This design comes from an exercise in tuning for small area, a short achievable clock period and few clock cycles per item on the open sky130 flow, not from production work. At most, simulation tests tie the RTL to the original design; equivalence was not proved.

Setup of build 78:
==> flow/design.v (excerpt) <==
module evaluator(
    input clk_i ,
    input rst_i ,
    input [7:0] a_bi ,
    input [7:0] b_bi ,
    input start_i ,
    output ready,
    output busy_o ,
    output reg [8:0] y_bo
);
For scale: ~42 flip-flops, ~30 I/O pins.
Settings: LEC_CHECK=0, CAP_MARGIN=20, CORE_MARGIN=2, CORE_UTILIZATION=40, SLEW_MARGIN=20; clock period 4.0 ns.
run.sh (not shown) runs the stock make flow with config.mk's settings and CLKGATE_MAP_FILE= SYNTH_SCRIPT=/design/flow/synth_recipe.tcl, a recipe that flattens the netlist after the stock synthesis.
Testbench counts of build 78, summed over its fixed seeds: cycles 6,408, items 1,600.
The inputs of build 97 differ from those of build 78 as listed below.
==> flow/design.v, changed modules only <==
module evaluator(
    input clk_i ,
    input rst_i ,
    input [7:0] a_bi ,
    input [7:0] b_bi ,
    input start_i ,
    output ready,
    output busy_o ,
    output reg [8:0] y_bo
);
    reg        busy;
    reg [1:0]  ph;       
    reg [4:0]  top;      
    reg        c12;      
    reg [11:0] nlo;      
    reg [7:0]  rem;      
    wire [16:0] t0, t1;
    summator sq_sum(.a1(a_bi), .b1(b_bi), .res0(t0), .res1(t1));
    wire [12:0] lo_sum = t0[11:0] + t1[11:0];
    always @(posedge clk_i) begin
        top <= t0[16:12] + t1[16:12];
        c12 <= lo_sum[12];
        nlo <= lo_sum[11:0];
    end
    reg  [2:0] yt;
    reg  [3:0] rt;
    localparam [447:0] ROOT_TABLE = 448'h015ab55ab52a53a74a951a342848911e3c68d162c4890e1c285060c080d9b356ad1a3366c993162c1824488d1a244850a040489112240800;
    always @* {yt, rt} = ROOT_TABLE[{top, c12} * 7 +: 7];
    wire [4:0] ra5; wire b5;
    wire [5:0] ra4; wire b4;
    sqrt #(4, 3) row5(.rem_i(rt), .y_i(yt), .x_i(nlo[11:10]), .rem_o(ra5), .bit_o(b5));
    sqrt #(5, 4) row4(.rem_i(ra5), .y_i({yt, b5}), .x_i(nlo[9:8]), .rem_o(ra4), .bit_o(b4));
    wire [3:0] xq = ph[0] ? nlo[7:4] : nlo[3:0];
    wire [8:0] rb1; wire bb1;
    wire [9:0] rb2; wire bb2;
    sqrt #(8, 7) rowb1(.rem_i(rem), .y_i(y_bo[6:0]), .x_i(xq[3:2]), .rem_o(rb1), .bit_o(bb1));
    sqrt #(9, 8) rowb2(.rem_i(rb1), .y_i({y_bo[6:0], bb1}), .x_i(xq[1:0]), .rem_o(rb2), .bit_o(bb2));
    assign busy_o = busy;
    assign ready  = ~busy;
    always @(posedge clk_i)
        rem <= (ph == 2'd0) ? {2'b00, ra4} : rb2[7:0];
    always @(posedge clk_i)
        if (rst_i) begin
            busy <= 1'b0;
            ph   <= 2'd0;
            y_bo <= 9'd0;
        end else if (busy) begin
            if (ph == 2'd0)
                y_bo <= {4'd0, yt, b5, b4};
            else
                y_bo <= {y_bo[6:0], bb1, bb2};
            if (ph == 2'd2) begin
                ph   <= 2'd0;
                busy <= 1'b0;
            end else
                ph <= ph + 2'd1;
        end else if (start_i)
            busy <= 1'b1;
endmodule
==> comparison <==
No crash in build 97: every stage finished, but the layout fails its final checks due to setup timing.
Sort build 97 and build 78 by sequential cell count, ascending, and build 97 comes first.
First-iteration DRC count ends up higher on build 78.
Build 97: longest individual stage delay on the worst path 0.14 ns below build 78
In build 97, the layout buffering overhead excluding clock cells came out 4.8 points above the value in build 78.
On starting utilization of the core area, build 78 tracks build 97 almost exactly.
Function not checked in build 97: the RTL went through the layout flow alone.

Another version of the RTL of evaluator (not shown whole).
For scale: about 580 cells after synthesis, roughly 30 I/O pins, roughly 4800 µm² of cells after synthesis.
Settings: LEC_CHECK=0, CAP_MARGIN=20, CORE_MARGIN=2, CORE_UTILIZATION=60, GPL_TIMING_DRIVEN=0, SLEW_MARGIN=20; clock period 4.0 ns.
Testbench counts at the start, summed over its fixed seeds: cycles 6,408, items 1,600.
Rerun with:
--- a/flow/design.v
+++ b/flow/design.v
@@ -194,29 +194,28 @@
     input [7:0] a_bi ,
     input [7:0] b_bi ,
     input start_i ,
     output ready,
     output busy_o ,
     output reg [8:0] y_bo
 );
-    reg [1:0]  st;       
-    wire       busy = (st != 2'd0);
-    wire       p1   = (st == 2'd1);
+    reg        busy;
+    reg [1:0]  ph;       
     reg [4:0]  top;      
     reg        c12;      
-    reg [11:8] nlo;      
+    reg [11:0] nlo;      
     reg [7:0]  rem;      
     reg [3:0]  xq;       
     wire [16:0] t0, t1;
     summator sq_sum(.a1(a_bi), .b1(b_bi), .res0(t0), .res1(t1));
     wire [12:0] lo_sum = t0[11:0] + t1[11:0];
     always @(posedge clk_i) begin
         top <= t0[16:12] + t1[16:12];
         c12 <= lo_sum[12];
-        nlo <= lo_sum[11:8];
+        nlo <= lo_sum[11:0];
     end
     wire [2:0] yt;
     wire [3:0] rt;
     wire       pos, zero;
     wire [2:0] e1, e0;
     assign yt[0] = (c12 & ~top[2] & top[3]) | (~c12 & top[0] & top[3]) | (~top[0] & top[2] & top[3]) | (~c12 & top[1] & ~top[2] & ~top[4]) | (top[0] & ~top[1] & top[3]) | (c12 & ~top[0] & ~top[2] & ~top[4]) | (top[0] & ~top[1] & ~top[2] & ~top[4]) | (top[1] & ~top[2] & top[3]);
     assign yt[1] = (~top[2] & top[3] & ~top[4]) | (top[2] & ~top[3] & ~top[4]) | (~top[0] & top[3] & ~top[4]) | (~top[1] & top[2] & ~top[4]) | (~c12 & top[2] & ~top[4]) | (c12 & top[0] & top[1] & ~top[2] & ~top[4]);
@@ -242,23 +241,28 @@
     wire [8:0] rb1; wire bb1;
     wire [9:0] rb2; wire bb2;
     sqrt #(8, 7) rowb1(.rem_i(rem), .y_i(y_bo[6:0]), .x_i(xq[3:2]), .rem_o(rb1), .bit_o(bb1));
     sqrt #(9, 8) rowb2(.rem_i(rb1), .y_i({y_bo[6:0], bb1}), .x_i(xq[1:0]), .rem_o(rb2), .bit_o(bb2));
     assign busy_o = busy;
     assign ready  = ~busy;
     always @(posedge clk_i) begin
-        rem <= p1 ? {2'b00, ra4} : rb2[7:0];
-        xq  <= p1 ? lo_sum[7:4] : lo_sum[3:0];
+        rem <= (ph == 2'd0) ? {2'b00, ra4} : rb2[7:0];
+        xq  <= (ph == 2'd0) ? nlo[7:4] : nlo[3:0];
     end
     always @(posedge clk_i)
         if (rst_i) begin
-            st   <= 2'd0;
+            busy <= 1'b0;
+            ph   <= 2'd0;
             y_bo <= 9'd0;
         end else if (busy) begin
-            if (p1)
-                y_bo <= {3'd0, yt, b5, b4};
+            if (ph == 2'd0)
+                y_bo <= {4'd0, yt, b5, b4};
             else
                 y_bo <= {y_bo[6:0], bb1, bb2};
-            st <= st + 2'd1;
+            if (ph == 2'd2) begin
+                ph   <= 2'd0;
+                busy <= 1'b0;
+            end else
+                ph <= ph + 2'd1;
         end else if (start_i)
-            st <= 2'd1;
+            busy <= 1'b1;
 endmodule
Effect:
- clock-buffer cell count is lower by 1
- routed wire length is lower by about 0.7%
- setup slack got worse by 0.020 ns
- sequential share of layout area rose by 3.1 points
- design area came out higher by about 1.3%
- die area rose by 3.7%
- global-route usage is lower by 0.28 points
Testbench counts after the change, summed over its fixed seeds: cycles 6,408, items 1,600.

## oak
Another version of the RTL of evaluator (not shown whole).
For scale: roughly 710 cells after synthesis, about 30 I/O pins, ~5600 µm² of cells after synthesis.
==> module evaluator, before the edit <==
module evaluator(
    input clk_i ,
    input rst_i ,
    input [7:0] a_bi ,
    input [7:0] b_bi ,
    input start_i ,
    output ready,
    output busy_o ,
    output reg [8:0] y_bo
);
    reg        busy;
    reg [1:0]  ph;       
    reg [4:0]  top;      
    reg        c12;      
    reg [11:0] nlo;      
    reg [7:0]  rem;      
    wire [16:0] t0, t1;
    summator sq_sum(.a1(a_bi), .b1(b_bi), .res0(t0), .res1(t1));
    wire [12:0] lo_sum = t0[11:0] + t1[11:0];
    always @(posedge clk_i) begin
        top <= t0[16:12] + t1[16:12];
        c12 <= lo_sum[12];
        nlo <= lo_sum[11:0];
    end
    reg  [3:0] yt;
    reg  [4:0] rt;
    localparam [2303:0] ROOT_TABLE = 2304'h110844000b3596c963b3596c963b1586c154b1586c154a9d4aa350a9d4aa350a7d3a9b4ca7d3a9b4ca5d2a9348a5d2a9348a3d1a8b44a3d1a8b44a1d0a8340a1d0a8340994c6612f994c6612f974b6592b974b6592b954a65127954a6512793496492393496492391486411091486411087c3a1b0c87c3a1b0c85c2a130885c2a130883c1a0b0483c1a0b0481c0a030081c0a0300773b5d8eb773b5d8eb753a5d0e7753a5d0e773395c8e373395c8e371385c0cc71385c0cc65b2992c865b2992c863b198ac463b198ac461b0982c061b0982c0552a550a7552a550a75329548a35329548a351285408851285408843a190a8443a190a8441a09028041a09028033194c86333194c86331184c04431184c044219088240219088240110844000;
    always @* {yt, rt} = ROOT_TABLE[{top, c12, nlo[11:10]} * 9 +: 9];
    wire [5:0] ra4; wire b4;
    sqrt #(5, 4) row4(.rem_i(rt), .y_i(yt), .x_i(nlo[9:8]), .rem_o(ra4), .bit_o(b4));
    wire [3:0] xq = ph[0] ? nlo[7:4] : nlo[3:0];
    wire [8:0] rb1; wire bb1;
    wire [9:0] rb2; wire bb2;
    sqrt #(8, 7) rowb1(.rem_i(rem), .y_i(y_bo[6:0]), .x_i(xq[3:2]), .rem_o(rb1), .bit_o(bb1));
    sqrt #(9, 8) rowb2(.rem_i(rb1), .y_i({y_bo[6:0], bb1}), .x_i(xq[1:0]), .rem_o(rb2), .bit_o(bb2));
    assign busy_o = busy;
    assign ready  = ~busy;
    always @(posedge clk_i)
        rem <= (ph == 2'd0) ? {2'b00, ra4} : rb2[7:0];
    always @(posedge clk_i)
        if (rst_i) begin
            busy <= 1'b0;
            ph   <= 2'd0;
            y_bo <= 9'd0;
        end else if (busy) begin
            if (ph == 2'd0)
                y_bo <= {4'd0, yt, b4};
            else
                y_bo <= {y_bo[6:0], bb1, bb2};
            if (ph == 2'd2) begin
                ph   <= 2'd0;
                busy <= 1'b0;
            end else
                ph <= ph + 2'd1;
        end else if (start_i)
            busy <= 1'b1;
endmodule
export LEC_CHECK = 0
export CAP_MARGIN = 20
export CORE_MARGIN = 2
export CORE_UTILIZATION = 40
export SLEW_MARGIN = 20
create_clock -name core_clock -period 4.0 [get_ports {clk_i}]
Testbench counts of oak, summed over its fixed seeds: cycles 6,408, items 1,600.
Here is what was changed in the inputs of pine compared with oak.
==> flow/design.v, changed modules only <==
module evaluator(
    input clk_i ,
    input rst_i ,
    input [7:0] a_bi ,
    input [7:0] b_bi ,
    input start_i ,
    output ready,
    output busy_o ,
    output reg [8:0] y_bo
);
    reg [1:0]  st;       
    wire       busy = (st != 2'd0);
    wire       p1   = (st == 2'd1);
    reg [4:0]  top;      
    reg        c12;      
    reg [11:8] nlo;      
    reg [7:0]  rem;      
    reg [3:0]  xq;       
    wire [16:0] t0, t1;
    summator sq_sum(.a1(a_bi), .b1(b_bi), .res0(t0), .res1(t1));
    wire [12:0] lo_sum = t0[11:0] + t1[11:0];
    always @(posedge clk_i) begin
        top <= t0[16:12] + t1[16:12];
        c12 <= lo_sum[12];
        nlo <= lo_sum[11:8];
    end
    reg  [2:0] yt;
    reg  [3:0] rt;
    reg        pos, zero;
    reg  [2:0] e1, e0;
    localparam [959:0] ROOT_TABLE = 960'h00815a22b445540aa815002a005300a60148029005100a201400280048a391471e6a3cd46918d2316222c4444088810c0218042008401040208040008000da69b4d35916b22d221a4433406680c80190031006200c001800249149228e211c4224044808401080200040004a209441140228040008000040;
    always @* {yt, rt, pos, zero, e1, e0} = ROOT_TABLE[{top, c12} * 15 +: 15];
    wire [1:0] n5 = nlo[11:10];
    wire       b5 = pos | (zero & (n5 != 2'd0));
    wire [4:0] ra5 = !b5          ? {rt[2:0], n5} :
                     (n5 != 2'd0) ? {e1, n5 - 2'd1} : {e0, 2'b11};
    wire [5:0] ra4; wire b4;
    sqrt #(5, 4) row4(.rem_i(ra5), .y_i({yt, b5}), .x_i(nlo[9:8]), .rem_o(ra4), .bit_o(b4));
    wire [8:0] rb1; wire bb1;
    wire [9:0] rb2; wire bb2;
    sqrt #(8, 7) rowb1(.rem_i(rem), .y_i(y_bo[6:0]), .x_i(xq[3:2]), .rem_o(rb1), .bit_o(bb1));
    sqrt #(9, 8) rowb2(.rem_i(rb1), .y_i({y_bo[6:0], bb1}), .x_i(xq[1:0]), .rem_o(rb2), .bit_o(bb2));
    assign busy_o = busy;
    assign ready  = ~busy;
    always @(posedge clk_i) begin
        rem <= p1 ? {2'b00, ra4} : rb2[7:0];
        xq  <= p1 ? lo_sum[7:4] : lo_sum[3:0];
    end
    always @(posedge clk_i)
        if (rst_i) begin
            st   <= 2'd0;
            y_bo <= 9'd0;
        end else if (busy) begin
            if (p1)
                y_bo <= {3'd0, yt, b5, b4};
            else
                y_bo <= {y_bo[6:0], bb1, bb2};
            st <= st + 2'd1;
        end else if (start_i)
            st <= 2'd1;
endmodule
### Flow results
Total nets after synthesis: pine < oak
pine vs oak, die boundary width went down by 6.0%.
[compare] base=oak new=pine: final critical delay including setup and external delays went up, total of cells resized after clock tree synthesis now smaller.
pine vs oak — final design utilization rose 1.6 points.
Between pine and oak, it is pine whose share of cell area taken by flip-flops and latches is lower, by 0.47 points.
Only the layout flow was run in pine; the RTL was not checked for function there.

-- static timing again, ports no longer ideal --
The results above use ideal ports. As a check the final layouts listed here were re-extracted and re-timed, cells and wires unchanged. Step 1, drivers: a clkbuf_16 drives clk_i and a buf_2 each remaining input, both assumed. Step 2 also shifts input and output timing later by t, the mid clock arrival at the registers, as if the neighbouring blocks saw the same clock. a / b / c = ideal / step 1 / step 2; a / b = the first two.
| run | shift t [ns] | setup WS [ns] | worst register clock-pin slew, ns | worst slew at a driven data input, ns |
|---|---|---|---|---|
| build 78 | 0.318 | 0.125 / 0.147 / -0.171 | 0.06 / 0.06 | 0.03 |
| build 97 | 0.316 | -0.157 / -0.157 / -0.157 | 0.06 / 0.06 | 0.03 |
| the first run of note 2 | 0.308 | 0.153 / 0.161 / -0.147 | 0.07 / 0.07 | 0.03 |
| the second run of note 2 | 0.326 | 0.133 / 0.142 / -0.184 | 0.09 / 0.09 | 0.03 |
| oak | 0.321 | 0.118 / 0.133 / -0.188 | 0.05 / 0.05 | 0.04 |
| pine | 0.313 | 0.107 / 0.121 / -0.192 | 0.05 / 0.05 | 0.03 |
With both steps, setup timing fails in 5 of these runs, where it was met with ideal ports. For the second run of note 2, which loses most, drivers alone change the setup slack by +0.009 ns; drivers and shift together by -0.317 ns.
